This is an optimization exercise on Yosys and OpenROAD, whose aim is small area, not a production implementation.
The RTL was checked by simulation tests, not by an equivalence proof against the original design.
Power is estimated from default activity; no workload was simulated. The flow treats the clock pin as an ideal source, which a real chip does not have.

**config.mk**
```make
export PLATFORM = sky130hd
export DESIGN_NAME = ping_pong_buffer
export DESIGN_NICKNAME = ping_pong_buffer
export VERILOG_FILES = /design/flow/design.v
export SDC_FILE = /design/flow/constraint.sdc
export NUM_CORES = 4
export LEC_CHECK = 0
export CAP_MARGIN = 20
export CORE_MARGIN = 2
export CORE_UTILIZATION = 40
export SLEW_MARGIN = 20
```
**constraint.sdc**
```tcl
create_clock -name core_clock -period 5.0 [get_ports {clk}]
set_input_delay 1.0000 -clock core_clock [delete_from_list [all_inputs] [get_ports {clk}]]
set_output_delay 1.0000 -clock core_clock [all_outputs]
set_load 0.01 [all_outputs]
```
**design.v**
```verilog
module ping_pong_buffer #(
    parameter int DATA_WIDTH = 16,
    parameter int BUFFER_SIZE = 32
) (
    input  logic                  clk,
    input  logic                  rst,
    input  logic                  write_en,
    input  logic [DATA_WIDTH-1:0] write_data,
    output logic                  write_full,
    input  logic                  read_en,
    output logic [DATA_WIDTH-1:0] read_data,
    output logic                  read_empty,
    output logic                  current_write_buffer,
    output logic                  current_read_buffer
);
    logic [DATA_WIDTH-1:0] buffer_a [0:BUFFER_SIZE-1];
    logic [DATA_WIDTH-1:0] buffer_b [0:BUFFER_SIZE-1];
    logic write_buffer;                         
    logic read_buffer;                          
    logic [$clog2(BUFFER_SIZE)-1:0] write_ptr;  
    logic [$clog2(BUFFER_SIZE)-1:0] read_ptr;   
    logic buffer_ready [1:0];                   
    assign current_write_buffer = write_buffer;
    assign current_read_buffer  = read_buffer;
    always_ff @(posedge clk or posedge rst) begin
        if (rst) begin
            write_buffer       <= 0;
            read_buffer        <= 0;
            write_ptr          <= 0;
            read_ptr           <= 0;
            buffer_ready[0]    <= 0;
            buffer_ready[1]    <= 0;
            write_full         <= 0;
            read_empty         <= 1;
            read_data          <= 0;
        end else begin
            if (write_en && !write_full) begin
                if (write_buffer == 0)
                    buffer_a[write_ptr] <= write_data;
                else
                    buffer_b[write_ptr] <= write_data;
                write_ptr <= write_ptr + 1;
                if (write_ptr == BUFFER_SIZE - 1) begin
                    buffer_ready[write_buffer] <= 1;  
                    write_full <= (buffer_ready[~write_buffer]);  
                    if (!buffer_ready[~write_buffer]) begin
                        write_buffer <= ~write_buffer;
                        write_ptr    <= 0;
                    end
                end
            end else if (write_full) begin
                if (!buffer_ready[~write_buffer]) begin
                    write_full   <= 0;
                    write_buffer <= ~write_buffer;
                    write_ptr    <= 0;
                end
            end
            if (read_en && !read_empty) begin
                if (read_buffer == 0)
                    read_data <= buffer_a[read_ptr];
                else
                    read_data <= buffer_b[read_ptr];
                read_ptr <= read_ptr + 1;
                if (read_ptr == BUFFER_SIZE - 1) begin
                    buffer_ready[read_buffer] <= 0;  
                    read_empty <= (buffer_ready[~read_buffer] == 0);  
                    if (buffer_ready[~read_buffer]) begin
                        read_buffer <= ~read_buffer;
                        read_ptr    <= 0;
                    end
                end
            end else if (read_empty) begin
                if (buffer_ready[read_buffer]) begin
                    read_empty <= 0;
                    read_ptr   <= 0;
                end else if (buffer_ready[~read_buffer]) begin
                    read_empty  <= 0;
                    read_buffer <= ~read_buffer;
                    read_ptr    <= 0;
                end
            end
        end
    end
endmodule
```
**run.sh**
```bash
#!/bin/bash
# synth_recipe.tcl (not shown) runs the flow's synth.tcl, then flattens the netlist and writes it again
# the make line also repeats each setting of config.mk as NAME=value (left out here)
make -C /OpenROAD-flow-scripts/flow DESIGN_CONFIG=/design/flow/config.mk WORK_HOME=/design/flow/orfs CLKGATE_MAP_FILE= SYNTH_SCRIPT=/design/flow/synth_recipe.tcl finish
```
==> results_dict.tcl, run 1 <==
set metrics [dict create \
    ios 40 \
    synthCells 2124 \
    ys_warn_count 4 \
    max_freq_ghz 0.235 \
    tightest_slew_ns 1.22 \
    mostFrequentLayoutCells "1024 x edfxtp_1, 159 x a22oi_1, 145 x buf_4" \
    die_area_um2 100000 \
    met2_length_um 61400 \
    hold_buffers 0 \
    status "finished clean" \
    synth-main-ff-cell "edfxtp_1" \
    cp_max_fo 15 \
    finalMaxSlewViolations 0 \
    cts_made_buffers 99 \
    first_pass_iters 6 \
    wl_per_cell_um 37.6 \
    port_buffers 39 \
    htreeDepth 3 \
    fp.dieW_um 316 \
    tns_ns 0 \
    track_usage 0.272 \
    setup_viol 0 \
    drv_cap 0 \
    required_ns 5.59 \
    end_kind "flop" \
    worstPathArrival_ns 4.84 \
    wl_met1_um 49800 \
    yosysUniqueCellTypes 68 \
    drt_wl_total_um 137000 \
    gp_congestion 0.956 \
    cts_tree "yes" \
    synth_nets 2156 \
    clock_path_buffers 3 \
    via_per_inst 6.60 \
    synth-seq-area-share 0.809 \
    whs_ns 0.546 \
    hold_path_class "in2reg" \
    reg2reg_to "read_data[2]" \
    rsz0062_at_grt "no" \
    synth_edf_count 1024 \
    die_h_um 316 \
    core-area_um2 96600 \
    worstSetupStartpointType "flop" \
    avgSynthCellArea_um2 18.4 \
    layout_commonest_cell "edfxtp_1" \
    finalClockSkew_ns 0.0233 \
    fin_crit_sh 0.850 \
    route.met3.wl_um 18400 \
    netlist_area_um2 39000 \
    clk_pin_slew_worst_paths_ns 0.06 \
    globalRouteOverflowTotal 0 \
    holdPathEnd "buffer_a[19][10]" \
    max_slew_margin 0.185 \
    hold_violations 0 \
    initial_utilization 0.404 \
    grt_max_degree 65 \
    cts-root-buf "clkbuf_16" \
    worst-r2r-setup-slack_ns 0.75 \
    cts_setup_buffers 0 \
    holdPathStages 1 \
    area_growth_pct 15.3 \
    fin_nets 2313 \
    cp-startpoint "read_ptr[1]" \
    drc 0 \
    ff2ff_path_depth 10 \
    peakVddDrop_mv 0.249 \
    antenna_found_initial 9 \
    grt_pass1_wl_um 187000 \
    numClockSinks 1056 \
    post-dp-hpwl_um 81800 \
    insertion_delay_ns 0.68 \
    period_needed_ns 4.25 \
    leakage_nw 14.1 \
    synth-seq-cells 1056 \
    worstHoldStart "write_data[10]" \
    drive_gt1_frac 0.174 \
    power_mw 21.6 \
    top_layer "met5" \
    path_class "reg2reg" \
    vias 24000 \
    p_per_area_nw_per_um2 480 \
    ant_nets 0 \
    drtIter0Drc 4678 \
    placementRows 114 \
    grt_pass1_vias 22700 \
    r2r_start "read_ptr[1]" \
    cts_resized 0 \
    async_reset_ff_frac 0.0303 \
]
==> through the flow <==
step	setup WS, ns	cells	utilization	area, um^2
2_1_floorplan	1.54	2124	-	39000
6_report	0.751	3638	0.465	44900
3_5_place_dp	1.08	3456	0.433	41800
4_1_cts	1.05	3633	0.465	44900
3_3_place_gp	0.997	3454	0.433	41800
5_1_grt	0.757	3634	0.465	44900
==> worst max-delay path by stage <==
stage                       endpoint  slack, ns  cells after the start
finish                  read_data[2]       0.75                     10
global route            read_data[2]       0.76                     10
CTS                     read_data[2]       1.05                     10
detailed placement  buffer_a[21][12]       1.08                      7
global placement     buffer_a[29][3]        1.0                      7
floorplan            buffer_b[28][0]       1.54                      5
==> cells by family (layout without fill, tap and decap cells) <==
group                      Yosys count  count (layout)  synth area share
adders and majority gates           12              12           0.00385
other                                0               5                 0
DFF                               1056            1056             0.809
and+or+nand+nor                    312             312            0.0432
AOI/OAI and AO/OA                  581             581             0.121
muxes                               16              16           0.00440
buffers and inverters              147             380            0.0177
==> cell type report <==
class / instances / area [um^2]
antenna: 5 / 12.5
clock buffer: 129 / 2660
clock inverter: 48 / 480
fill: 7998 / 51600
inverter: 11 / 41.3
multi-input combinational: 921 / 7030
sequential: 1056 / 31600
tap: 1276 / 1600
timing repair buffer: 192 / 1570
==> power breakdown <==
part	switching [mW]	internal [mW]	total, mW
logic	2.72	1.18	3.90
clock network	3.29	4.14	7.43
registers	0.312	9.94	10.3
==> cell usage after synthesis, types with 4 or more instances <==
cell	count	area [um^2]
ha_1	12	150
nor2b_1	9	56.3
mux2i_1	7	70.1
or4_1	10	75.1
mux2_2	9	101
a32oi_1	8	70.1
buf_1	11	41.3
o31ai_1	4	30.0
buf_6	8	90.1
a2111oi_0	5	43.8
inv_1	10	37.5
and4_1	5	43.8
nor4bb_1	7	70.1
nor3_1	7	35.0
buf_4	5	37.5
clkbuf_1	64	240
nand3_1	28	140
nand4_1	57	357
edfxtp_1	1024	30700
o21ai_0	23	115
a31oi_1	12	75.1
and2_1	6	37.5
and4bb_2	4	50.1
o221ai_1	5	43.8
a221oi_1	134	1170
o211ai_1	9	67.6
a22oi_1	159	1190
a222oi_1	33	330
dfrtp_1	31	776
o2111ai_1	5	43.8
nand2b_1	4	25.0
a21oi_1	23	115
and4b_1	10	100
nand2_1	54	203
and3_1	4	25.0
nor2_1	92	345
a22o_1	130	1140
buf_2	48	240
==> registers in the layout, indices dropped and copies added (netlist names) <==
signal / cells
buffer_ready: 2
buffer_a: 512
read_buffer: 1
write_ptr: 5
read_ptr: 5
write_buffer: 1
read_data: 16
buffer_b: 512
write_full: 1
read_empty: 1
==> layer usage <==
metal / track usage / vias up
met4: 0.128 / 12
met1: 0.370 / 12300
met2: 0.416 / 1931
met3: 0.0649 / 388
li1: - / 9331
met5: 0 / -
==> critical path, stage by stage, from the launching register on <==
cell and delay, ns:
dfrtp_1 0.44, inv_1 0.10, ha_1 0.78, nand2b_1 0.59, nor3_4 0.80, buf_4 0.31
a221oi_1 0.11, nand4_1 0.28, or4_1 0.20, o211ai_1 0.27, a31oi_1 0.27
==> inputs of run 2 (changes only) <==
==> design.v (replaced) <==
module ping_pong_buffer #(
    parameter int DATA_WIDTH = 16,
    parameter int BUFFER_SIZE = 32
) (
    input  logic                  clk,
    input  logic                  rst,
    input  logic                  write_en,
    input  logic [DATA_WIDTH-1:0] write_data,
    output logic                  write_full,
    input  logic                  read_en,
    output logic [DATA_WIDTH-1:0] read_data,
    output logic                  read_empty,
    output logic                  current_write_buffer,
    output logic                  current_read_buffer
);
    localparam int AW = $clog2(BUFFER_SIZE);
    localparam int W  = DATA_WIDTH;
    localparam int N  = BUFFER_SIZE;
    logic          write_buffer;
    logic          read_buffer;
    logic [AW-1:0] write_ptr;
    logic [AW-1:0] read_ptr;
    logic [1:0]    buffer_ready;
    logic          ph;
    assign current_write_buffer = write_buffer;
    assign current_read_buffer  = read_buffer;
    wire wr = write_en && !write_full;
    wire rd = read_en && !read_empty;
    logic [N*W-1:0] bank0, bank1;
    logic [1:0]     sh, sh_n;
    logic [W-1:0]   wd;
    wire [W-1:0] src0 = sh[0] ? bank0[(N-2)*W +: W] : bank0[(N-1)*W +: W];
    wire [W-1:0] src1 = sh[1] ? bank1[(N-2)*W +: W] : bank1[(N-1)*W +: W];
    wire [W-1:0] src  = read_buffer ? src1 : src0;
    always_ff @(posedge clk or posedge rst) begin
        if (rst) begin
            write_buffer <= 0;
            read_buffer  <= 0;
            write_ptr    <= 0;
            read_ptr     <= 0;
            buffer_ready <= 2'b00;
            write_full   <= 0;
            read_empty   <= 1;
            read_data    <= 0;
            ph           <= 0;
        end else begin
            ph <= !ph;
            if (wr) begin
                write_ptr <= write_ptr + 1'b1;
                if (write_ptr == AW'(N - 1)) begin
                    buffer_ready[write_buffer] <= 1;
                    write_full <= buffer_ready[!write_buffer];
                    if (!buffer_ready[!write_buffer]) begin
                        write_buffer <= !write_buffer;
                        write_ptr    <= 0;
                    end
                end
            end else if (write_full) begin
                if (!buffer_ready[!write_buffer]) begin
                    write_full   <= 0;
                    write_buffer <= !write_buffer;
                    write_ptr    <= 0;
                end
            end
            if (rd) begin
                read_data <= src ^ {W{ph}};
                read_ptr  <= read_ptr + 1'b1;
                if (read_ptr == AW'(N - 1)) begin
                    buffer_ready[read_buffer] <= 0;
                    read_empty <= !buffer_ready[!read_buffer];
                    if (buffer_ready[!read_buffer]) begin
                        read_buffer <= !read_buffer;
                        read_ptr    <= 0;
                    end
                end
            end else if (read_empty) begin
                if (buffer_ready[read_buffer]) begin
                    read_empty <= 0;
                    read_ptr   <= 0;
                end else if (buffer_ready[!read_buffer]) begin
                    read_empty  <= 0;
                    read_buffer <= !read_buffer;
                    read_ptr    <= 0;
                end
            end
        end
    end
    always_ff @(posedge clk) begin
        sh[0]   <=  ((wr && !write_buffer) || (rd && !read_buffer));
        sh[1]   <=  ((wr &&  write_buffer) || (rd &&  read_buffer));
        sh_n[0] <= !((wr && !write_buffer) || (rd && !read_buffer));
        sh_n[1] <= !((wr &&  write_buffer) || (rd &&  read_buffer));
        wd      <= write_data ^ {W{!ph}};
    end
    always_ff @(posedge clk) begin
        bank0[0 +: W] <= ~(({W{sh_n[0]}} | wd) & ({W{sh[0]}} | bank0[0 +: W]));
        bank1[0 +: W] <= ~(({W{sh_n[1]}} | wd) & ({W{sh[1]}} | bank1[0 +: W]));
        for (int i = 1; i < N; i++) begin
            bank0[i*W +: W] <= ~(({W{sh_n[0]}} | bank0[(i-1)*W +: W]) & ({W{sh[0]}} | bank0[i*W +: W]));
            bank1[i*W +: W] <= ~(({W{sh_n[1]}} | bank1[(i-1)*W +: W]) & ({W{sh[1]}} | bank1[i*W +: W]));
        end
    end
endmodule
==> run 2 against run 1 <==
  * Cell area fell by 22%
  * Critical path depth fell by 9
  * Combinational power down 23%
  * Area after synthesis fell by 21%
  * Register-to-register slack improved by 2.0 ns
  * First-iteration DRC count decreased by 80%
  * Flip-flop and latch count up 21
  * Critical endpoint is now current_read_buffer
==> results_dict.tcl, run 2 <==
set metrics [dict create \
    core-area_um2 75800 \
    final_cell_area_um2 34900 \
    yosys.area.top_type "dfxtp_1" \
    top_regs "bank0 (512), bank1 (512)" \
    synth-seq-area-share 0.709 \
    required_ns 4.00 \
    sw_frac_of_total 0.256 \
    die_area_um2 78800 \
    max_slew_margin 0.342 \
    yosysUniqueCellTypes 46 \
    drc 0 \
    p_switching_mw 6.15 \
    leakage_nw 13.2 \
    ant_nets 0 \
    cts_made_buffers 99 \
    track_usage 0.132 \
    ys_warn_count 1 \
    cpLargestDelayFamily "flip-flops" \
    cp_slowest_cell "dfrtp_1" \
    grt_pass1_vias 18400 \
    ios 40 \
    drt_wl_total_um 52700 \
    hold_buffers 0 \
    clock_path_buffers 3 \
    first_pass_iters 4 \
    p_per_area_nw_per_um2 688 \
    avgSynthCellArea_um2 12.1 \
    whs_ns 0.432 \
    synthAdderAreaFrac 0.00163 \
    rsz0062_at_grt "no" \
    synthSimpleGateAreaFrac 0.0118 \
    fin_nets 2470 \
    clockPowerShare 0.315 \
    hold_violations 0 \
    worstPathArrival_ns 2.01 \
    yosysTopAreaCellShare 0.682 \
    async_reset_ff_frac 0.0306 \
    post-dp-hpwl_um 29600 \
    synth_area_leaders "dfxtp_1 68%, o22ai_1 21%, dfrtp_1 2.6%" \
    synth.cells.most_frequent "1044 x dfxtp_1, 1026 x o22ai_1, 173 x clkbuf_1" \
    synthCells 2534 \
    cts_setup_buffers 0 \
    dp_worst_setup_slack_ns 2.01 \
    cts-root-buf "clkbuf_16" \
    drive_gt1_frac 0.0768 \
    p_int_mw 17.9 \
    setup_viol 0 \
    synth-main-ff-cell "dfxtp_1" \
    htreeDepth 3 \
    drtIter0Drc 930 \
    final_core_util 0.461 \
    peakVddDrop_mv 0.289 \
    crit_chain "clkdlybuf4s50_1" \
    die_h_um 281 \
    mostFrequentLayoutCells "1040 x dfxtp_1, 1026 x o22ai_1, 102 x clkbuf_16" \
    period_needed_ns 3.01 \
    layout_commonest_cell "dfxtp_1" \
    setup_ws_ns 1.99 \
    insertion_delay_ns 0.64 \
    path_buf_inv 1 \
    wl_per_cell_um 15.0 \
    via_per_inst 5.43 \
    drv_cap 0 \
    finalMaxSlewViolations 0 \
    cp_max_fo 15 \
    placementRows 101 \
    netlist_area_um2 30600 \
    synth_edf_count 0 \
    numClockSinks 1077 \
    tightest_slew_ns 0.986 \
    fp.dieW_um 281 \
    synth-compound-area-share 0.216 \
    gp_congestion 0.743 \
    fin_crit_sh 0.603 \
    hold_path_class "reg2reg" \
    status "finished clean" \
    grt_pass1_wl_um 89000 \
    area_growth_pct 14.0 \
    cts_tree "yes" \
    finalClockSkew_ns 0.0120 \
    p_seq_frac 0.560 \
    synth-xor-area-share 0.00486 \
    port_buffers 39 \
    path_class "reg2out" \
    synth.most_common_cell "dfxtp_1" \
    vias 19000 \
    globalRouteOverflowTotal 0 \
    grt_max_degree 211 \
    synth_nets 2558 \
    slowest_delay_ns 0.72 \
    initial_utilization 0.404 \
    antenna_found_initial 1 \
    clk_pin_slew_worst_paths_ns 0.06 \
    end_kind "output pin" \
    muxShareOfSynthArea 0.0221 \
    cts_resized 0 \
    worstSetupStartpointType "flop" \
    max_freq_ghz 0.332 \
    placed_cell_area_um2 31500 \
    power.share.combinational 0.125 \
    synth-seq-cells 1077 \
    tns_ns 0 \
    synth_top_family_by_area "compound AO/OA/AOI/OAI gates" \
]
run 2: logic make-up (layout without fill, tap and decap cells):
kind of cell             Yosys count  after routing
multiplexers                      67             67
buffers and inverters            256            249
AO/OA/AOI/OAI                   1054           1054
XOR/XNOR                          17             17
flip-flops                      1077           1077
AND/OR/NAND/NOR                   59             59
other                              0              2
adder cells (fa/ha/maj)            4              4
run 2: power by group through the flow:
stage | registers, mW | logic [mW] | clock network, mW
2_1_floorplan | 13.1 | 2.55 | 0
3_3_place_gp | 13.6 | 2.85 | 0
3_5_place_dp | 13.7 | 3.01 | 0
4_1_cts | 13.5 | 3.01 | 7.79
5_1_grt | 13.8 | 3.37 | 8.14
6_report | 13.5 | 3.00 | 7.57
run 2: worst paths after layout:
check,from,endpoint,slack [ns],cells after the start
max in group asynchronous,rst,read_data[5],3.86,3
max,read_buffer,current_read_buffer,1.99,1
max reg2reg,sh[0],read_data[0],2.80,4
min reg2reg,bank0[19],bank0[35],0.43,1
min,bank0[19],bank0[35],0.43,1
min in group asynchronous,rst,write_buffer,0.78,3
run 2: per-layer routing:
| layer | wire [um] | share of wire | GRT usage | vias up |
|---|---|---|---|---|
| met4 | 1150 | 0.022 | 0.0484 | 0 |
| met3 | 2060 | 0.039 | 0.0274 | 78 |
| li1 | - | - | - | 9655 |
| met1 | 26000 | 0.49 | 0.177 | 9094 |
| met2 | 23500 | 0.45 | 0.211 | 211 |
| met5 | 0 | 0 | 0 | - |
run 2: area by class of cell:
cell class | instances | area, um^2
diodes | 2 | 5.00
fillers | 6849 | 40900
clock inverters | 27 | 382
repair buffers | 59 | 686
multi-input cells | 1201 | 7860
well taps | 978 | 1220
flip-flops and latches | 1077 | 21700
clock buffers | 155 | 2990
inverters | 8 | 30.0
run 2: metrics by stage:
| stage | instances | power [mW] |
|---|---|---|
| after global routing | 3505 | 25.4 |
| after detailed placement | 3322 | 16.7 |
| after CTS | 3504 | 24.3 |
| after floorplan | 2534 | 15.6 |
| after global placement | 3322 | 16.4 |
| final | 3507 | 24.0 |
==> inputs of run 3 (changes only) <==
--- a/design.v
+++ b/design.v
@@ -30,7 +30,12 @@
     logic [1:0]     sh, sh_n;
     logic [W-1:0]   wd;
-    wire [W-1:0] src0 = sh[0] ? bank0[(N-2)*W +: W] : bank0[(N-1)*W +: W];
-    wire [W-1:0] src1 = sh[1] ? bank1[(N-2)*W +: W] : bank1[(N-1)*W +: W];
-    wire [W-1:0] src  = read_buffer ? src1 : src0;
+    logic [N*W-1:0] nxt0, nxt1;
+    assign nxt0[0 +: W] = ~(({W{sh_n[0]}} | wd) & ({W{sh[0]}} | bank0[0 +: W]));
+    assign nxt1[0 +: W] = ~(({W{sh_n[1]}} | wd) & ({W{sh[1]}} | bank1[0 +: W]));
+    for (genvar i = 1; i < N; i++) begin : g_stage
+        assign nxt0[i*W +: W] = ~(({W{sh_n[0]}} | bank0[(i-1)*W +: W]) & ({W{sh[0]}} | bank0[i*W +: W]));
+        assign nxt1[i*W +: W] = ~(({W{sh_n[1]}} | bank1[(i-1)*W +: W]) & ({W{sh[1]}} | bank1[i*W +: W]));
+    end
+    wire [W-1:0] src = read_buffer ? nxt1[(N-1)*W +: W] : nxt0[(N-1)*W +: W];
     always_ff @(posedge clk or posedge rst) begin
         if (rst) begin
@@ -64,5 +69,5 @@
             end
             if (rd) begin
-                read_data <= src ^ {W{ph}};
+                read_data <= src ^ {W{!ph}};
                 read_ptr  <= read_ptr + 1'b1;
                 if (read_ptr == AW'(N - 1)) begin
@@ -94,10 +99,6 @@
     end
     always_ff @(posedge clk) begin
-        bank0[0 +: W] <= ~(({W{sh_n[0]}} | wd) & ({W{sh[0]}} | bank0[0 +: W]));
-        bank1[0 +: W] <= ~(({W{sh_n[1]}} | wd) & ({W{sh[1]}} | bank1[0 +: W]));
-        for (int i = 1; i < N; i++) begin
-            bank0[i*W +: W] <= ~(({W{sh_n[0]}} | bank0[(i-1)*W +: W]) & ({W{sh[0]}} | bank0[i*W +: W]));
-            bank1[i*W +: W] <= ~(({W{sh_n[1]}} | bank1[(i-1)*W +: W]) & ({W{sh[1]}} | bank1[i*W +: W]));
-        end
+        bank0 <= nxt0;
+        bank1 <= nxt1;
     end
 endmodule
--- a/config.mk
+++ b/config.mk
@@ -8,4 +8,7 @@
 export CAP_MARGIN = 20
 export CORE_MARGIN = 2
-export CORE_UTILIZATION = 40
+export CORE_UTILIZATION = 60
+export CTS_BUF_LIST = sky130_fd_sc_hd__clkbuf_4
+export CTS_CLUSTER_DIAMETER = 40
+export CTS_CLUSTER_SIZE = 12
 export SLEW_MARGIN = 20
==> run 3 against run 2 <==
  * Die area fell by 33%
  * Combinational power rose by 43%
  * Via count fell by 1.2%
  * Wire length fell by 9.7%
  * Non-clock buffer count fell by 1
  * Critical path depth did not move
  * Clock skew rose by 0.033 ns
  * Critical path type unchanged
==> results_dict.tcl, run 3 <==
set metrics [dict create \
    worst-r2r-setup-slack_ns 2.86 \
    rsz0062_at_grt "no" \
    fp.dieW_um 229 \
    netlist_area_um2 30400 \
    power.share.combinational 0.181 \
    worstSetupStartpointType "flop" \
    worstPathArrival_ns 2.14 \
    synthCells 2507 \
    cpLargestDelayFamily "flip-flops" \
    synth-xor-area-share 0.00461 \
    synthSimpleGateAreaFrac 0.0118 \
    status "finished clean" \
    clk_pin_slew_worst_paths_ns 0.12 \
    tightest_slew_ns 0.941 \
    htreeDepth 3 \
    cts_setup_buffers 0 \
    placementRows 82 \
    p_switching_mw 6.89 \
    fin_crit_sh 0.628 \
    p_seq_frac 0.636 \
    clockPowerShare 0.183 \
    synth_top_family_by_area "compound AO/OA/AOI/OAI gates" \
    mostFrequentLayoutCells "1040 x dfxtp_1, 1026 x o22ai_1, 128 x clkbuf_4" \
    clock_path_buffers 3 \
    die_area_um2 52500 \
    synth-main-ff-cell "dfxtp_1" \
    async_reset_ff_frac 0.0306 \
    ios 40 \
    die_h_um 229 \
    drv_cap 0 \
    sw_frac_of_total 0.291 \
    antenna_found_initial 1 \
    fin_nets 2461 \
    first_pass_iters 7 \
    track_usage 0.183 \
    top_regs "bank0 (512), bank1 (512)" \
    vias 18800 \
    synth_area_leaders "dfxtp_1 69%, o22ai_1 21%, dfrtp_1 2.6%" \
    insertion_delay_ns 0.88 \
    period_needed_ns 3.14 \
    numClockSinks 1077 \
    path_buf_inv 1 \
    synthAdderAreaFrac 0.00165 \
    cts_resized 0 \
    leakage_nw 12.2 \
    required_ns 4.00 \
    synth-seq-cells 1077 \
    setup_viol 0 \
    hold_violations 0 \
    avgSynthCellArea_um2 12.1 \
    final_cell_area_um2 32300 \
    placed_cell_area_um2 30800 \
    grt_pass1_vias 18000 \
    port_buffers 39 \
    final_cells 3179 \
    hold_buffers 0 \
    r2r_start "sh_n[1]" \
    globalRouteOverflowTotal 0 \
    dp.cells 2992 \
    whs_ns 0.426 \
    gp_congestion 0.745 \
    slowest_delay_ns 0.69 \
    yosys.area.top_type "dfxtp_1" \
    grt_max_degree 185 \
    cts_tree "yes" \
    finalClockSkew_ns 0.0455 \
    muxShareOfSynthArea 0.0120 \
    drc 0 \
    end_kind "output pin" \
    ys_warn_count 1 \
    post-dp-hpwl_um 26000 \
    synth.cells.most_frequent "1044 x dfxtp_1, 1026 x o22ai_1, 108 x buf_2" \
    tns_ns 0 \
    max_slew_margin 0.372 \
    p_int_mw 16.7 \
    synth_nets 2531 \
    ant_nets 0 \
    synth-compound-area-share 0.219 \
    synth-seq-area-share 0.714 \
    cp_slowest_cell "dfstp_2" \
    wl_per_cell_um 15.0 \
    peakVddDrop_mv 0.364 \
    crit_chain "clkdlybuf4s50_1" \
    hold_path_class "reg2reg" \
    drive_gt1_frac 0.0818 \
    synth.most_common_cell "dfxtp_1" \
    yosysUniqueCellTypes 47 \
    initial_utilization 0.608 \
    core-area_um2 50100 \
    cts_made_buffers 115 \
    grt_pass1_wl_um 83800 \
    p_per_area_nw_per_um2 732 \
    synth_edf_count 0 \
    path_class "reg2out" \
    area_growth_pct 6.12 \
    drt_wl_total_um 47600 \
    finalMaxSlewViolations 0 \
    yosysTopAreaCellShare 0.687 \
    cp_max_fo 15 \
    layout_commonest_cell "dfxtp_1" \
    via_per_inst 5.91 \
    cts-root-buf "clkbuf_4" \
    max_freq_ghz 0.318 \
    worstHoldStart "bank1[460]" \
    cp-startpoint "read_empty" \
    drtIter0Drc 942 \
]
==> run 3: cell count changes after synthesis, sizes merged, moves of 2 or more <==
cell    change
a211oi      +2
a21oi       +5
a22o        -2
a32o        +2
buf        +64
clkbuf     -67
mux2i      -32
==> run 3: kinds of logic (layout without fill, tap and decap cells) <==
family,Yosys count,in the layout
flops,1077,1077
compound gates,1061,1061
buf+inv,253,251
simple gates,60,60
mux,36,36
xor+xnor,16,16
fa+ha+maj,4,4
other cells,0,2
==> run 3: final cells by class <==
type,instances,area [um^2]
diodes,2,5.00
clock buffers,128,961
clock inverters,57,500
fillers,4082,17800
inverters,8,30.0
multi-input cells,1177,7580
flip-flops and latches,1077,21700
well taps,672,841
repair buffers,58,621
==> run 3: path summary, 6_finish.rpt <==
check / depth (start not counted) / endpoint
worst min-delay path: 1 / bank1[476]
min in group asynchronous: 3 / read_data[0]
worst min register to register: 1 / bank1[476]
worst max-delay path: 1 / read_empty
max in group asynchronous: 3 / read_empty
worst max register to register: 2 / bank1[264]
==> run 3: power groups by stage <==
stage / Clock, mW / Combinational [mW] / Sequential [mW]
3_5_place_dp: 0 / 4.29 / 15.3
3_3_place_gp: 0 / 4.08 / 15.1
5_1_grt: 4.91 / 4.82 / 15.6
2_1_floorplan: 0 / 3.79 / 14.5
6_report: 4.32 / 4.28 / 15.0
4_1_cts: 4.53 / 4.30 / 15.1
==> run 3: worst reg2reg max path: cells and delay by family (launching register included) <==
kind / cells / cell delay (ns)
flip-flops: 1 / 0.86
buffers and inverters: 1 / 0.85
AO/OA/AOI/OAI: 1 / 0.27
==> run 3: metal layers <==
layer | part of all wire | track usage | wire (um) | vias to the layer above
met4 | 0.019 | 0.0668 | 920 | 0
met2 | 0.44 | 0.292 | 20900 | 243
li1 | - | - | - | 9608
met1 | 0.50 | 0.249 | 24000 | 8877
met5 | 0 | 0 | 0 | -
met3 | 0.038 | 0.0367 | 1790 | 73
==> run 3: metrics by stage <==
stage / utilization / setup WS, ns / power, mW
6_report: 0.645 / 1.86 / 23.6
5_1_grt: 0.645 / 1.73 / 25.3
4_1_cts: 0.645 / 1.74 / 23.9
3_5_place_dp: 0.615 / 2.19 / 19.6
3_3_place_gp: 0.615 / 2.26 / 19.2
2_1_floorplan: - / 3.08 / 18.3
==> inputs of run 4 (changes only) <==
--- a/config.mk
+++ b/config.mk
@@ -9,6 +9,6 @@
 export CORE_MARGIN = 2
 export CORE_UTILIZATION = 60
-export CTS_BUF_LIST = sky130_fd_sc_hd__clkbuf_4
-export CTS_CLUSTER_DIAMETER = 40
-export CTS_CLUSTER_SIZE = 12
+export CTS_BUF_LIST = sky130_fd_sc_hd__clkbuf_8
+export CTS_CLUSTER_DIAMETER = 50
+export CTS_CLUSTER_SIZE = 20
 export SLEW_MARGIN = 20
==> run 4 against run 3 <==
  * Critical path type unchanged
  * Sequential power about the same
  * Cell area about the same
  * Register-to-register slack improved by 0.02 ns
  * Synthesized cell count unchanged
  * Still clean on timing, DRC and antenna
  * Worst hold slack improved by 0.0085 ns
  * Utilization decreased by 0.060 points
  * Clock power decreased by 1%
  * Largest cell class unchanged
  * Worst setup slack improved by 0.21 ns
  * Critical endpoint unchanged
  * First-iteration DRC count increased by 1.9%
  * Count of clock-buffer cells in the layout decreased by 47
==> results_dict.tcl, run 4 <==
set metrics [dict create \
    status "finished clean" \
    worstHoldStart "bank1[185]" \
    yosys.area.top_type "dfxtp_1" \
    antenna_found_initial 0 \
    final_cells 3107 \
    synth.most_common_cell "dfxtp_1" \
    peakVddDrop_mv 0.403 \
    grt-busiest-layer "met2" \
    clk_pin_slew_worst_paths_ns 0.11 \
    hold_path_class "reg2reg" \
    die_h_um 229 \
    setup_viol 0 \
    initial_utilization 0.608 \
    cpLargestDelayFamily "flip-flops" \
    yosysUniqueCellTypes 47 \
    reg2reg_to "bank1[264]" \
    cts_made_buffers 72 \
    synth_nets 2531 \
    gp_congestion 0.745 \
    cp_max_fo 15 \
    insertion_delay_ns 0.67 \
    finalMaxSlewViolations 0 \
    ant_nets 0 \
    ys_warn_count 1 \
    grt_pass1_vias 17500 \
    worst-r2r-setup-slack_ns 2.88 \
    numClockSinks 1077 \
    grt_use_met3 0.0350 \
    cts_setup_buffers 0 \
    max_slew_margin 0.378 \
    synth_edf_count 0 \
    drv_cap 0 \
    async_reset_ff_frac 0.0306 \
    tightest_slew_ns 0.934 \
    drt_wl_total_um 47100 \
    netlist_area_um2 30400 \
    synth-seq-area-share 0.714 \
    die_area_um2 52500 \
    ff2ff_path_depth 2 \
    first_pass_iters 4 \
    holdPathEnd "bank1[201]" \
    post-dp-hpwl_um 26000 \
    cts_tree "yes" \
    fin_crit_sh 0.586 \
    core-area_um2 50100 \
    rsz0062_at_grt "no" \
    avgSynthCellArea_um2 12.1 \
    synth-main-ff-cell "dfxtp_1" \
    required_ns 4.00 \
    grt_pass1_wl_um 82200 \
    top_regs "bank0 (512), bank1 (512)" \
    dp.cells 2992 \
    finalClockSkew_ns 0.0232 \
    end_kind "output pin" \
    globalRouteOverflowTotal 0 \
    slowest_delay_ns 0.69 \
    path_class "reg2out" \
    cts-root-buf "clkbuf_8" \
    max_freq_ghz 0.341 \
    area_growth_pct 6.02 \
    tns_ns 0 \
    fin_nets 2418 \
    synth-seq-cells 1077 \
    fillCellCount 4059 \
    grt_max_degree 185 \
    hold_buffers 0 \
    cp_slowest_cell "dfstp_2" \
    via_per_inst 5.94 \
    synth_area_leaders "dfxtp_1 69%, o22ai_1 21%, dfrtp_1 2.6%" \
    ios 40 \
    drive_gt1_frac 0.0604 \
    worstSetupStartpointType "flop" \
    layout_commonest_cell "dfxtp_1" \
    track_usage 0.180 \
    hold_violations 0 \
    synthCells 2507 \
    clock_path_buffers 3 \
    leakage_nw 12.1 \
    worst-path-stages 1 \
    p_per_area_nw_per_um2 731 \
    drtIter0Drc 960 \
    use_met2 0.286 \
    port_buffers 39 \
    r2r_start "sh_n[1]" \
    placementRows 82 \
    cts_resized 0 \
    yosysTopAreaCellShare 0.687 \
    fp.dieW_um 229 \
    wl_per_cell_um 15.1 \
    crit_chain "clkdlybuf4s50_1" \
    synth.cells.most_frequent "1044 x dfxtp_1, 1026 x o22ai_1, 108 x buf_2" \
    grtUsageMet1 0.251 \
    path_buf_inv 1 \
    holdPathStages 1 \
    n_antenna_cell 0 \
    mostFrequentLayoutCells "1040 x dfxtp_1, 1026 x o22ai_1, 81 x clkbuf_8" \
    drc 0 \
    period_needed_ns 2.93 \
    vias 18500 \
    worstPathArrival_ns 1.93 \
    htreeDepth 3 \
]
==> run 4: cell counts after synthesis <==
Identical to the previous run, type by type.
==> run 4: cell type report <==
class                      count  area, um^2  area share
sequential                  1077       21700       0.674
multi-input combinational   1177        7580       0.235
clock buffer                  81        1110      0.0346
tap                          672         841      0.0261
timing repair buffer          58         621      0.0192
clock inverter                34         322     0.00997
inverter                       8        30.0    0.000931
==> run 4: power breakdown <==
part | internal, mW | switching, mW | leakage [nW]
Sequential | 12.8 | 2.24 | 9.21
Combinational | 2.27 | 2.01 | 2.14
Clock | 1.66 | 2.61 | 0.741
Total | 16.7 | 6.86 | 12.1
==> run 4: logic make-up (layout without fill, tap and decap cells) <==
| group | after synthesis | in the layout | synth area share |
|---|---|---|---|
| and+or+nand+nor | 60 | 60 | 0.0118 |
| xor gates and xnor gates | 16 | 16 | 0.00461 |
| buffers and inverters | 253 | 181 | 0.0366 |
| adders and majority gates | 4 | 4 | 0.00165 |
| DFF | 1077 | 1077 | 0.714 |
| AOI/OAI and AO/OA | 1061 | 1061 | 0.219 |
| muxes | 36 | 36 | 0.0120 |
==> run 4: how the worst max path moves through the flow <==
stage / start / slack [ns] / end
6_report: read_empty / 2.07 / read_empty
3_5_place_dp: read_en / 2.19 / read_data[1]
2_1_floorplan: write_en / 3.08 / write_ptr[0]
4_1_cts: read_empty / 2.00 / read_empty
3_3_place_gp: read_en / 2.26 / read_data[7]
5_1_grt: read_empty / 1.96 / read_empty
==> run 4: per-layer routing <==
layer | vias to the layer above | wire length [um]
met2 | 181 | 20600
met5 | - | 0
li1 | 9451 | -
met3 | 77 | 1370
met1 | 8757 | 24100
met4 | 0 | 1080
==> run 4: stage by stage <==
| step | instance area (um^2) | hold WS, ns | worst slack [ns] | total power [mW] | utilization |
|---|---|---|---|---|---|
| after floorplan | 30400 | 0.423 | 3.08 | 18.3 | - |
| after global placement | 30800 | 0.430 | 2.26 | 19.2 | 0.615 |
| after detailed placement | 30800 | 0.434 | 2.19 | 19.6 | 0.615 |
| after CTS | 32200 | 0.424 | 2.00 | 23.8 | 0.644 |
| after global routing | 32200 | 0.450 | 1.96 | 25.2 | 0.644 |
| final | 32200 | 0.435 | 2.07 | 23.6 | 0.644 |
==> inputs of run 5 (changes only) <==
--- a/config.mk
+++ b/config.mk
@@ -10,5 +10,5 @@
 export CORE_UTILIZATION = 60
 export CTS_BUF_LIST = sky130_fd_sc_hd__clkbuf_8
-export CTS_CLUSTER_DIAMETER = 50
-export CTS_CLUSTER_SIZE = 20
+export CTS_CLUSTER_DIAMETER = 80
+export CTS_CLUSTER_SIZE = 18
 export SLEW_MARGIN = 20
==> run 5 against run 4 <==
  * Still clean on timing, DRC and antenna
  * Worst setup slack better by 0.0018 ns
  * Non-clock buffer count unchanged
  * Clock skew shrank 0.0031 ns
  * First-iteration DRC count grew 1.0%
  * Via count about the same
  * Wire length is 0.10% higher
  * Area after synthesis unchanged
  * Count of clock-buffer cells in the layout shrank 8
  * Register-to-register slack got worse by 0.02 ns
  * Highest routed layer unchanged
==> results_dict.tcl, run 5 <==
set metrics [dict create \
    status "finished clean" \
    port_buffers 39 \
    tns_ns 0 \
    rsz0062_at_grt "no" \
    holdPathEnd "bank0[340]" \
    layout_commonest_cell "dfxtp_1" \
    synth-seq-area-share 0.714 \
    grt_pass1_vias 17600 \
    grtUsageMet1 0.248 \
    top_regs "bank0 (512), bank1 (512)" \
    numClockSinks 1077 \
    worstHoldStart "bank0[324]" \
    grt_pass1_wl_um 82300 \
    holdPathStages 1 \
    fin_crit_sh 0.585 \
    synth-main-ff-cell "dfxtp_1" \
    ios 40 \
    end_kind "output pin" \
    synth_edf_count 0 \
    synthCells 2507 \
    reg2reg_to "bank1[264]" \
    cts_tree "yes" \
    grt-busiest-layer "met2" \
    die_area_um2 52500 \
    setup_viol 0 \
    cts_setup_buffers 0 \
    post-dp-hpwl_um 26000 \
    grt_use_met3 0.0296 \
    synth.cells.most_frequent "1044 x dfxtp_1, 1026 x o22ai_1, 108 x buf_2" \
    die_h_um 229 \
    use_met2 0.291 \
    clk_pin_slew_worst_paths_ns 0.11 \
    power_mw 23.0 \
    hold_path_class "reg2reg" \
    yosysUniqueCellTypes 47 \
    cts_made_buffers 69 \
    placementRows 82 \
    track_usage 0.180 \
    fp.dieW_um 229 \
    peakVddDrop_mv 0.396 \
    worst-r2r-setup-slack_ns 2.86 \
    leakage_nw 11.9 \
    p_per_area_nw_per_um2 723 \
    drv_cap 0 \
    path_buf_inv 1 \
    worstPathArrival_ns 1.93 \
    path_class "reg2out" \
    ant_nets 0 \
    drt_wl_total_um 47100 \
    antenna_found_initial 0 \
    drc 0 \
    synth_area_leaders "dfxtp_1 69%, o22ai_1 21%, dfrtp_1 2.6%" \
    synth-seq-cells 1077 \
    cts-root-buf "clkbuf_8" \
    yosysTopAreaCellShare 0.687 \
    r2r_start "sh_n[1]" \
    globalRouteOverflowTotal 0 \
    grt_max_degree 185 \
    netlist_area_um2 30400 \
    clock_path_buffers 3 \
    synth.most_common_cell "dfxtp_1" \
    finalMaxSlewViolations 0 \
    core-area_um2 50100 \
    cp_max_fo 15 \
    cpLargestDelayFamily "flip-flops" \
    drtIter0Drc 970 \
    first_pass_iters 5 \
    insertion_delay_ns 0.66 \
    cp_slowest_cell "dfstp_2" \
    gp_congestion 0.745 \
    area_growth_pct 4.75 \
    crit_chain "clkdlybuf4s50_1" \
    n_antenna_cell 0 \
    vias 18500 \
    cts_resized 0 \
    finalClockSkew_ns 0.0201 \
    hold_violations 0 \
    via_per_inst 6.01 \
    async_reset_ff_frac 0.0306 \
    htreeDepth 3 \
    tightest_slew_ns 0.940 \
    yosys.area.top_type "dfxtp_1" \
    period_needed_ns 2.93 \
    drive_gt1_frac 0.0483 \
    max_freq_ghz 0.342 \
    synth_nets 2531 \
    avgSynthCellArea_um2 12.1 \
    wl_per_cell_um 15.3 \
    hold_buffers 0 \
    slowest_delay_ns 0.69 \
    fin_nets 2415 \
    initial_utilization 0.608 \
    mostFrequentLayoutCells "1040 x dfxtp_1, 1026 x o22ai_1, 73 x clkbuf_8" \
    worstSetupStartpointType "flop" \
    ys_warn_count 1 \
    required_ns 4.00 \
    ff2ff_path_depth 2 \
    max_slew_margin 0.374 \
]
[run 5: cell counts after synthesis]
Identical to the previous run, type by type.
[run 5: worst max-delay path by stage]
stage	startpoint	end	slack (ns)	cells after the start
6_report	read_empty	read_empty	2.07	1
5_1_grt	read_empty	read_empty	1.99	1
4_1_cts	read_empty	read_empty	2.01	1
3_5_place_dp	read_en	read_data[1]	2.19	4
3_3_place_gp	read_en	read_data[7]	2.26	4
2_1_floorplan	write_en	write_ptr[0]	3.08	4
[run 5: cell type report]
cell class / instances / area (um^2)
Clock buffer: 73 / 1000
Clock inverter: 8 / 45.0
Fill cell: 4085 / 18200
Inverter: 8 / 30.0
Multi-Input combinational cell: 1177 / 7580
Sequential cell: 1077 / 21700
Tap cell: 672 / 841
Timing Repair Buffer: 58 / 621
[run 5: cells by family after synthesis]
family,count (synthesis),share of synthesized area
DFF,1077,0.714
AOI/OAI and AO/OA,1061,0.219
buffers and inverters,253,0.0366
and+or+nand+nor,60,0.0118
muxes,36,0.0120
xor gates and xnor gates,16,0.00461
adders and majority gates,4,0.00165
[run 5: layer usage]
metal / up-vias / wire length [um]
met1: 8790 / 24200
li1: 9402 / -
met5: - / 0
met4: 0 / 891
met2: 201 / 20600
met3: 74 / 1470
[run 5: where the power goes]
part	internal (mW)	switching, mW	total (mW)	leakage (nW)
Sequential	12.8	2.24	15.0	9.21
Clock	1.33	2.39	3.72	0.559
Combinational	2.27	2.01	4.28	2.14
[run 5: metrics by stage]
stage                     cell area, um^2  setup WS, ns  utilization  instances  hold slack [ns]
final                               31900          2.07        0.636       3073            0.441
after global routing                31900          1.99        0.636       3073            0.449
after CTS                           31900          2.01        0.636       3073            0.431
after detailed placement            30800          2.19        0.615       2992            0.434
after global placement              30800          2.26        0.615       2992            0.430
after floorplan                     30400          3.08            -       2507            0.423
==> inputs of run 6 (changes only) <==
--- a/config.mk
+++ b/config.mk
@@ -9,6 +9,6 @@
 export CORE_MARGIN = 2
 export CORE_UTILIZATION = 60
-export CTS_BUF_LIST = sky130_fd_sc_hd__clkbuf_8
-export CTS_CLUSTER_DIAMETER = 80
-export CTS_CLUSTER_SIZE = 18
+export CTS_BUF_LIST = sky130_fd_sc_hd__clkbuf_16
+export CTS_CLUSTER_DIAMETER = 100
+export CTS_CLUSTER_SIZE = 33
 export SLEW_MARGIN = 20
==> run 6 against run 5 <==
  * Still clean
  * Fmax rose by 2.1%
  * Wire length fell by 1.0%
  * First-iteration DRC count rose by 11%
  * Global-route usage fell by 0.28 points
  * Utilization did not move
  * Worst hold slack got worse by 0.0012 ns
  * Worst setup slack improved by 0.059 ns
  * Cell area did not move
  * Cell count fell by 1.2%
  * Flip-flop and latch count did not move
  * Critical path type unchanged
==> results_dict.tcl, run 6 <==
set metrics [dict create \
    r2r_start "sh_n[1]" \
    synth.most_common_cell "dfxtp_1" \
    slowest_delay_ns 0.69 \
    p_switching_mw 6.58 \
    final_cells 3036 \
    synthSimpleGateAreaFrac 0.0118 \
    setup_ws_ns 2.13 \
    yosys.area.top_type "dfxtp_1" \
    synth-xor-area-share 0.00461 \
    tns_ns 0 \
    vias 18300 \
    fp.dieW_um 229 \
    cpLargestDelayFamily "flip-flops" \
    clk_pin_slew_worst_paths_ns 0.11 \
    p_seq_frac 0.650 \
    p_int_mw 16.5 \
    ys_warn_count 1 \
    end_kind "output pin" \
    synth-compound-area-share 0.219 \
    numClockSinks 1077 \
    status "finished clean" \
    synth_area_leaders "dfxtp_1 69%, o22ai_1 21%, dfrtp_1 2.6%" \
    yosysUniqueCellTypes 47 \
    insertion_delay_ns 0.60 \
    ff2ff_path_depth 2 \
    async_reset_ff_frac 0.0306 \
    setup_viol 0 \
    power.share.combinational 0.185 \
    first_pass_iters 4 \
    path_class "reg2out" \
    worst-path-stages 1 \
    synth-seq-area-share 0.714 \
    dp_worst_setup_slack_ns 2.19 \
    cts_made_buffers 38 \
    muxShareOfSynthArea 0.0120 \
    synthCells 2507 \
    clockPowerShare 0.165 \
    drc 0 \
    htreeDepth 2 \
    synthAdderAreaFrac 0.00165 \
    whs_ns 0.440 \
    port_buffers 39 \
    sw_frac_of_total 0.285 \
    netlist_area_um2 30400 \
    peakVddDrop_mv 0.509 \
    globalRouteOverflowTotal 0 \
    max_freq_ghz 0.349 \
    hold_violations 0 \
    dp.cells 2992 \
    finalMaxSlewViolations 0 \
    cts_tree "yes" \
    hold_path_class "reg2reg" \
    p_per_area_nw_per_um2 726 \
    clock_path_buffers 3 \
    ant_nets 0 \
    cts_setup_buffers 0 \
    drv_cap 0 \
    layout_commonest_cell "dfxtp_1" \
    antenna_found_initial 0 \
    period_needed_ns 2.87 \
    mostFrequentLayoutCells "1040 x dfxtp_1, 1026 x o22ai_1, 41 x clkbuf_16" \
    via_per_inst 6.02 \
    drtIter0Drc 1072 \
    gp_congestion 0.745 \
    hold_buffers 0 \
    reg2reg_to "bank1[264]" \
    crit_chain "clkdlybuf4s50_1" \
    grt_pass1_vias 17300 \
    cp-endpoint "read_empty" \
    fin_crit_sh 0.574 \
    wl_per_cell_um 15.4 \
    post-dp-hpwl_um 26000 \
    cts_resized 0 \
    required_ns 4.00 \
    grt_pass1_wl_um 81300 \
    leakage_nw 11.9 \
    worstPathArrival_ns 1.87 \
    path_buf_inv 1 \
    rsz0062_at_grt "no" \
    track_usage 0.177 \
    yosysTopAreaCellShare 0.687 \
    tightest_slew_ns 0.938 \
    n_antenna_cell 0 \
    synth-main-ff-cell "dfxtp_1" \
    synth_edf_count 0 \
    cts-root-buf "clkbuf_16" \
    synth_nets 2531 \
    avgSynthCellArea_um2 12.1 \
    fillCellCount 4066 \
    grt_max_degree 185 \
    cp_slowest_cell "dfstp_2" \
    synth-seq-cells 1077 \
    die_h_um 229 \
    fin_nets 2384 \
    drive_gt1_frac 0.0343 \
    die_area_um2 52500 \
    finalClockSkew_ns 0.0157 \
    worst-r2r-setup-slack_ns 2.87 \
    initial_utilization 0.608 \
    top_regs "bank0 (512), bank1 (512)" \
    worstSetupStartpointType "flop" \
    max_slew_margin 0.375 \
    area_growth_pct 4.75 \
    synth_top_family_by_area "compound AO/OA/AOI/OAI gates" \
    placementRows 82 \
    core-area_um2 50100 \
    synth.cells.most_frequent "1044 x dfxtp_1, 1026 x o22ai_1, 108 x buf_2" \
    cp_max_fo 15 \
    ios 40 \
    drt_wl_total_um 46600 \
    power_mw 23.1 \
    cp-startpoint "read_empty" \
]
## run 6: cell type report
| class | instances | area, um^2 | share of cell area |
|---|---|---|---|
| clock inverters | 3 | 23.8 | 0.000746 |
| well taps | 672 | 841 | 0.0264 |
| flip-flops and latches | 1077 | 21700 | 0.682 |
| multi-input cells | 1177 | 7580 | 0.238 |
| repair buffers | 58 | 621 | 0.0195 |
| clock buffers | 41 | 1030 | 0.0322 |
| inverters | 8 | 30.0 | 0.000943 |
## run 6: worst min path at each step
stage / from / endpoint / slack [ns] / cells past startpoint
after floorplan: wd[15] / bank0[15] / 0.42 / 1
after global placement: bank0[241] / bank0[241] / 0.43 / 1
after detailed placement: bank1[249] / bank1[265] / 0.43 / 1
after CTS: bank0[277] / bank0[293] / 0.44 / 1
after global routing: bank0[66] / bank0[82] / 0.46 / 1
final: bank0[277] / bank0[293] / 0.44 / 1
## run 6: cells by family after synthesis
group,after synthesis
DFF,1077
AOI/OAI and AO/OA,1061
buffers and inverters,253
and+or+nand+nor,60
muxes,36
xor gates and xnor gates,16
adders and majority gates,4
## run 6: routing by layer
layer | vias to the layer above | wire [um] | track usage
li1 | 9349 | - | -
met1 | 8725 | 24000 | 0.247
met2 | 161 | 20500 | 0.291
met3 | 46 | 1310 | 0.0303
met4 | 0 | 743 | 0.0390
met5 | - | 0 | 0
## run 6: power groups by stage
stage          registers (mW)  clock network (mW)  logic, mW
2_1_floorplan            14.5                   0       3.79
3_3_place_gp             15.1                   0       4.08
3_5_place_dp             15.3                   0       4.29
4_1_cts                  15.1                4.00       4.30
5_1_grt                  15.6                4.29       4.82
6_report                 15.0                3.82       4.28
## run 6: per-stage QoR
step / util / area (um^2)
2_1_floorplan: - / 30400
3_3_place_gp: 0.615 / 30800
3_5_place_dp: 0.615 / 30800
4_1_cts: 0.636 / 31900
5_1_grt: 0.636 / 31900
6_report: 0.636 / 31900
==> inputs of run 7 (changes only) <==
==> flow/run.sh (new file) <==
#!/bin/bash
# Layout with the standard flow (standard synthesis included), changing only
# two placement/CTS choices: ports are buffered with the smallest buffer, and
# clock tree synthesis uses clkbuf_8 leaves without dummy loads.
set -euo pipefail
export BUFFER_PORTS_ARGS="-buffer_cell sky130_fd_sc_hd__buf_1"
export CTS_ARGS="-sink_clustering_enable -repair_clock_nets -dont_use_dummy_load -buf_list sky130_fd_sc_hd__clkbuf_16 -sink_clustering_size 33 -sink_clustering_max_diameter 100"
bash standard.sh > standard.log 2>&1
==> standard.sh (new file) <==
#!/bin/bash
# synth_recipe.tcl (not shown) runs the flow's synth.tcl, then flattens the netlist and writes it again
# the make line also repeats each setting of config.mk as NAME=value (left out here)
make -C /OpenROAD-flow-scripts/flow DESIGN_CONFIG=/design/flow/config.mk WORK_HOME=/design/flow/orfs CLKGATE_MAP_FILE= SYNTH_SCRIPT=/design/flow/synth_recipe.tcl "${@:-finish}"
--- a/config.mk
+++ b/config.mk
@@ -9,6 +9,3 @@
 export CORE_MARGIN = 2
 export CORE_UTILIZATION = 60
-export CTS_BUF_LIST = sky130_fd_sc_hd__clkbuf_16
-export CTS_CLUSTER_DIAMETER = 100
-export CTS_CLUSTER_SIZE = 33
 export SLEW_MARGIN = 20
removed: run.sh
==> run 7 against run 6 <==
  * Sequential power about the same
  * Critical endpoint unchanged
  * Total power decreased by 0.80%
  * Clock power decreased by 3%
  * Utilization decreased by 0.60 points
  * Synthesized cell count unchanged
  * Combinational power about the same
  * Worst hold slack got worse by 0.0086 ns
  * Register-to-register slack improved by 0.04 ns
  * Critical path depth unchanged
==> results_dict.tcl, run 7 <==
set metrics [dict create \
    drc 0 \
    hold_path_class "reg2reg" \
    hold_buffers 0 \
    reg2reg_to "read_data[3]" \
    area_growth_pct 3.76 \
    max_slew_margin 0.270 \
    avgSynthCellArea_um2 12.1 \
    drv_cap 0 \
    end_kind "output pin" \
    drive_gt1_frac 0.0339 \
    r2r_start "sh[1]" \
    synthSimpleGateAreaFrac 0.0118 \
    grt_pass1_wl_um 80600 \
    async_reset_ff_frac 0.0306 \
    muxShareOfSynthArea 0.0120 \
    synth_nets 2531 \
    cts-root-buf "clkbuf_16" \
    die_h_um 229 \
    leakage_nw 11.7 \
    die_area_um2 52500 \
    fp.dieW_um 229 \
    finalMaxSlewViolations 0 \
    mostFrequentLayoutCells "1040 x dfxtp_1, 1026 x o22ai_1, 39 x buf_1" \
    ant_nets 0 \
    globalRouteOverflowTotal 0 \
    synth-main-ff-cell "dfxtp_1" \
    finalClockSkew_ns 0.0291 \
    synth_edf_count 0 \
    synth_area_leaders "dfxtp_1 69%, o22ai_1 21%, dfrtp_1 2.6%" \
    cts_tree "yes" \
    drtIter0Drc 1058 \
    fin_nets 2387 \
    netlist_area_um2 30400 \
    fin_crit_sh 0.489 \
    ys_warn_count 1 \
    tns_ns 0 \
    setup_viol 0 \
    clock_path_buffers 3 \
    synth.cells.most_frequent "1044 x dfxtp_1, 1026 x o22ai_1, 108 x buf_2" \
    placementRows 82 \
    n_antenna_cell 0 \
    track_usage 0.176 \
    max_freq_ghz 0.409 \
    tightest_slew_ns 1.09 \
    yosysTopAreaCellShare 0.687 \
    cts_resized 0 \
    cp_slowest_cell "dfstp_2" \
    htreeDepth 2 \
    cts_setup_buffers 0 \
    cp-startpoint "read_empty" \
    ff2ff_path_depth 4 \
    clk_pin_slew_worst_paths_ns 0.11 \
    hold_violations 0 \
    ios 40 \
    synthCells 2507 \
    grt_pass1_vias 17200 \
    peakVddDrop_mv 0.407 \
    worstPathArrival_ns 1.45 \
    antenna_found_initial 0 \
    synth-seq-area-share 0.714 \
    vias 18200 \
    insertion_delay_ns 0.60 \
    worst-path-stages 1 \
    yosysUniqueCellTypes 47 \
    worstSetupStartpointType "flop" \
    cts_made_buffers 38 \
    cpLargestDelayFamily "flip-flops" \
    p_per_area_nw_per_um2 727 \
    layout_commonest_cell "dfxtp_1" \
    synth.most_common_cell "dfxtp_1" \
    synthAdderAreaFrac 0.00165 \
    initial_utilization 0.608 \
    rsz0062_at_grt "no" \
    slowest_delay_ns 0.69 \
    gp_congestion 0.756 \
    power_mw 22.9 \
    path_class "reg2out" \
    cp_max_fo 15 \
    synth_top_family_by_area "compound AO/OA/AOI/OAI gates" \
    drt_wl_total_um 46400 \
    synth-compound-area-share 0.219 \
    worst-r2r-setup-slack_ns 2.91 \
    fillCellCount 4082 \
    first_pass_iters 5 \
    post-dp-hpwl_um 26300 \
    core-area_um2 50100 \
    port_buffers 39 \
    synth-xor-area-share 0.00461 \
    numClockSinks 1077 \
    path_buf_inv 1 \
    crit_chain "buf_1" \
    top_regs "bank0 (512), bank1 (512)" \
    grt_max_degree 146 \
    yosys.area.top_type "dfxtp_1" \
    via_per_inst 6.00 \
    wl_per_cell_um 15.3 \
    cp-endpoint "read_empty" \
    period_needed_ns 2.45 \
    synth-seq-cells 1077 \
    required_ns 4.00 \
    status "finished clean" \
]
run 7: changes by cell type in the layout (fill, tap and decap cells not counted), sizes merged:
cell	previous run	this run
buf	19	61
clkdlybuf4s50	39	0
clkbuf	41	38
inv	10	8
clkinv	1	0
run 7: worst min-delay path by stage:
stage	from	to	slack, ns	cells after the start
floorplan	wd[15]	bank0[15]	0.42	1
global placement	bank0[411]	bank0[411]	0.43	1
detailed placement	bank0[189]	bank0[205]	0.43	1
CTS	rst	read_ptr[4]	0.43	3
global route	bank0[30]	bank0[46]	0.45	1
finish	bank1[100]	bank1[116]	0.43	1
run 7: where the power goes:
part	internal, mW	total, mW	switching [mW]
logic	2.22	4.25	2.03
registers	12.8	15.0	2.21
clock network	1.39	3.70	2.31
run 7: cells by family (layout without fill, tap and decap cells):
| logic type | Yosys count | after routing |
|---|---|---|
| flip-flops | 1077 | 1077 |
| AO/OA/AOI/OAI | 1061 | 1061 |
| buffers and inverters | 253 | 107 |
| AND/OR/NAND/NOR | 60 | 60 |
| multiplexers | 36 | 36 |
| XOR/XNOR | 16 | 16 |
| adder cells (fa/ha/maj) | 4 | 4 |
run 7: per-layer routing:
metal	track usage	vias to the layer above	routed length, um
met4	0.0503	0	925
met3	0.0212	53	1010
met1	0.249	8643	24400
li1	-	9363	-
met5	0	-	0
met2	0.286	128	20100
run 7: area by class of cell:
class                           count  area, um^2  area share
Multi-Input combinational cell   1177        7580       0.240
Sequential cell                  1077       21700       0.689
Tap cell                          672         841      0.0266
Timing Repair Buffer               61         418      0.0132
Clock buffer                       38         951      0.0301
Inverter                            8        30.0    0.000952
run 7: metrics by stage:
stage               setup WS [ns]  instances  hold slack (ns)  instance area [um^2]  utilization
CTS                          2.52       3032            0.431                 31500        0.630
global placement             2.66       2993            0.430                 30500        0.610
global route                 2.50       3033            0.446                 31600        0.630
floorplan                    3.08       2507            0.423                 30400            -
finish                       2.55       3033            0.431                 31600        0.630
detailed placement           2.58       2994            0.434                 30600        0.611
==> inputs of run 8 (changes only) <==
==> flow/run.sh (replaced) <==
#!/bin/bash
# Layout with the standard flow (standard synthesis included), changing only
# two placement/CTS choices: ports are buffered with the smallest buffer, and
# clock tree synthesis uses clkbuf_8 leaves without dummy loads.
set -euo pipefail
export BUFFER_PORTS_ARGS="-buffer_cell sky130_fd_sc_hd__buf_1"
export CTS_ARGS="-sink_clustering_enable -repair_clock_nets -dont_use_dummy_load -buf_list sky130_fd_sc_hd__clkbuf_8 -sink_clustering_size 20 -sink_clustering_max_diameter 80"
bash standard.sh > standard.log 2>&1
==> run 8 against run 7 <==
  * Still clean on timing, DRC and antenna
  * Wire length increased by 0.45%
  * Utilization fell by 0.22 points
  * Sequential power barely moved
  * Combinational power is essentially flat
  * Worst setup slack got worse by 0.10 ns
  * Die area unchanged
  * Fmax down 4.1%
  * Largest cell class unchanged
==> results_dict.tcl, run 8 <==
set metrics [dict create \
    post-dp-hpwl_um 26300 \
    via_per_inst 6.00 \
    ff2ff_path_depth 4 \
    dp.cells 2994 \
    gp_congestion 0.756 \
    crit_chain "buf_1" \
    drt_wl_total_um 46700 \
    grt_use_met3 0.0271 \
    clock_path_buffers 3 \
    max_slew_margin 0.273 \
    wl_per_cell_um 15.3 \
    top_regs "bank0 (512), bank1 (512)" \
    fin_nets 2409 \
    n_antenna_cell 0 \
    fp.dieW_um 229 \
    grt-busiest-layer "met2" \
    max_freq_ghz 0.392 \
    synth-seq-area-share 0.714 \
    rsz0062_at_grt "no" \
    numClockSinks 1077 \
    grt_pass1_wl_um 81400 \
    async_reset_ff_frac 0.0306 \
    netlist_area_um2 30400 \
    hold_path_class "in2async" \
    ios 40 \
    cp_max_fo 15 \
    leakage_nw 11.7 \
    yosysTopAreaCellShare 0.687 \
    slowest_delay_ns 0.70 \
    path_class "reg2out" \
    cts-root-buf "clkbuf_8" \
    drive_gt1_frac 0.0428 \
    layout_commonest_cell "dfxtp_1" \
    finalClockSkew_ns 0.0456 \
    worst-r2r-setup-slack_ns 2.86 \
    cts_resized 0 \
    globalRouteOverflowTotal 0 \
    cts_setup_buffers 0 \
    synth_area_leaders "dfxtp_1 69%, o22ai_1 21%, dfrtp_1 2.6%" \
    grt_pass1_vias 17400 \
    drv_cap 0 \
    fin_crit_sh 0.510 \
    placed_cell_area_um2 30600 \
    cp_slowest_cell "dfstp_2" \
    cts_made_buffers 59 \
    track_usage 0.177 \
    avgSynthCellArea_um2 12.1 \
    drtIter0Drc 945 \
    synth-seq-cells 1077 \
    hold_buffers 0 \
    reg2reg_to "read_data[10]" \
    drc 0 \
    synth_edf_count 0 \
    use_met2 0.284 \
    final_cells 3055 \
    core-area_um2 50100 \
    setup_viol 0 \
    path_buf_inv 1 \
    status "finished clean" \
    yosysUniqueCellTypes 47 \
    r2r_start "sh_n[1]" \
    mostFrequentLayoutCells "1040 x dfxtp_1, 1026 x o22ai_1, 59 x clkbuf_8" \
    antenna_found_initial 0 \
    tightest_slew_ns 1.09 \
    final_cell_area_um2 31400 \
    die_area_um2 52500 \
    required_ns 4.00 \
    placementRows 82 \
    port_buffers 39 \
    die_h_um 229 \
    synth.cells.most_frequent "1044 x dfxtp_1, 1026 x o22ai_1, 108 x buf_2" \
    vias 18300 \
    htreeDepth 2 \
    ys_warn_count 1 \
    grt_max_degree 146 \
    p_per_area_nw_per_um2 719 \
    peakVddDrop_mv 0.353 \
    hold_violations 0 \
    finalMaxSlewViolations 0 \
    synth-main-ff-cell "dfxtp_1" \
    area_growth_pct 3.39 \
    worstPathArrival_ns 1.55 \
    insertion_delay_ns 0.70 \
    cts_tree "yes" \
    ant_nets 0 \
    first_pass_iters 4 \
    cpLargestDelayFamily "flip-flops" \
    worstSetupStartpointType "flop" \
    synthCells 2507 \
    synth.most_common_cell "dfxtp_1" \
    initial_utilization 0.608 \
    grtUsageMet1 0.250 \
    tns_ns 0 \
    period_needed_ns 2.55 \
    end_kind "output pin" \
    synth_nets 2531 \
    yosys.area.top_type "dfxtp_1" \
    clk_pin_slew_worst_paths_ns 0.11 \
]
==> run 8: stage by stage <==
step,setup WS [ns],power [mW],hold slack (ns),util
after floorplan,3.08,18.3,0.423,-
after global placement,2.66,19.1,0.430,0.610
after detailed placement,2.58,19.5,0.434,0.611
after CTS,2.37,22.9,0.317,0.627
after global routing,2.36,24.2,0.362,0.628
final,2.45,22.6,0.378,0.628
==> run 8: cells by family (layout without fill, tap and decap cells) <==
group	count (synthesis)	count (layout)	share of synthesized area
DFF	1077	1077	0.714
AOI/OAI and AO/OA	1061	1061	0.219
buffers and inverters	253	129	0.0366
and+or+nand+nor	60	60	0.0118
muxes	36	36	0.0120
xor gates and xnor gates	16	16	0.00461
adders and majority gates	4	4	0.00165
==> run 8: final cells by class <==
type,count,area [um^2]
inverters,8,30.0
well taps,672,841
clock buffers,59,812
multi-input cells,1177,7580
fillers,4113,18600
flip-flops and latches,1077,21700
repair buffers,62,445
==> run 8: where the power goes <==
| group | total [mW] | switching (mW) | internal (mW) |
|---|---|---|---|
| clock | 3.36 | 2.30 | 1.06 |
| sequential | 15.0 | 2.21 | 12.8 |
| combinational | 4.25 | 2.03 | 2.22 |
==> run 8: worst max path at each step <==
stage / startpoint / depth (start not counted) / slack [ns] / end
floorplan: write_en / 4 / 3.08 / write_ptr[0]
global placement: read_en / 4 / 2.66 / read_data[6]
detailed placement: read_en / 4 / 2.58 / read_data[1]
CTS: read_empty / 1 / 2.37 / read_empty
global route: read_empty / 1 / 2.36 / read_empty
finish: read_empty / 1 / 2.45 / read_empty
==> run 8: metal layers <==
metal / vias to the layer above / routed length, um
met5: - / 0
met1: 8691 / 24100
met4: 0 / 926
li1: 9399 / -
met3: 65 / 1410
met2: 176 / 20200

[afterwards: timing with drivers on the ports]
No port has a modelled driver above. Below, the same layouts with a new extraction and two added sets of constraints. Step 1: set_driving_cell puts a clkbuf_16 on clk and a buf_2 on each other input, an assumption about the parent block. Step 2, shift: input delay + t, output delay - t, t = (earliest + latest rising clock arrival at the registers) / 2. This alone moves slack from input paths to output paths. a / b / c = ideal ports / drivers / drivers and shift; a / b = the first two.
| run | t, ns | slack for setup (ns) | hold WS [ns] | worst setup path after step 2 | pins driven straight from the clock port |
|---|---|---|---|---|---|
| run 1 | 0.737 | 0.751 / 0.751 / 0.751 | 0.546 / 0.508 / 0.571 | register to register | 1 |
| run 2 | 0.690 | 1.986 / 1.926 / 2.000 | 0.432 / 0.432 / 0.432 | input to register | 1 |
| run 3 | 0.907 | 1.859 / 1.806 / 2.148 | 0.426 / 0.426 / 0.426 | input to register | 1 |
| run 4 | 0.713 | 2.071 / 2.017 / 2.138 | 0.435 / 0.435 / 0.435 | input to register | 1 |
| run 5 | 0.708 | 2.073 / 2.016 / 2.151 | 0.441 / 0.441 / 0.441 | input to register | 1 |
| run 6 | 0.651 | 2.132 / 2.075 / 2.145 | 0.440 / 0.440 / 0.440 | input to register | 1 |
| run 7 | 0.643 | 2.553 / 2.493 / 2.530 | 0.431 / 0.422 / 0.431 | input to register | 1 |
| run 8 | 0.732 | 2.448 / 2.392 / 2.537 | 0.378 / 0.344 / 0.427 | input to register | 1 |
After both steps every run listed still meets setup and hold. The setup slack of run 7, which loses most, moves by -0.060 ns with the drivers and by -0.023 ns with both steps.
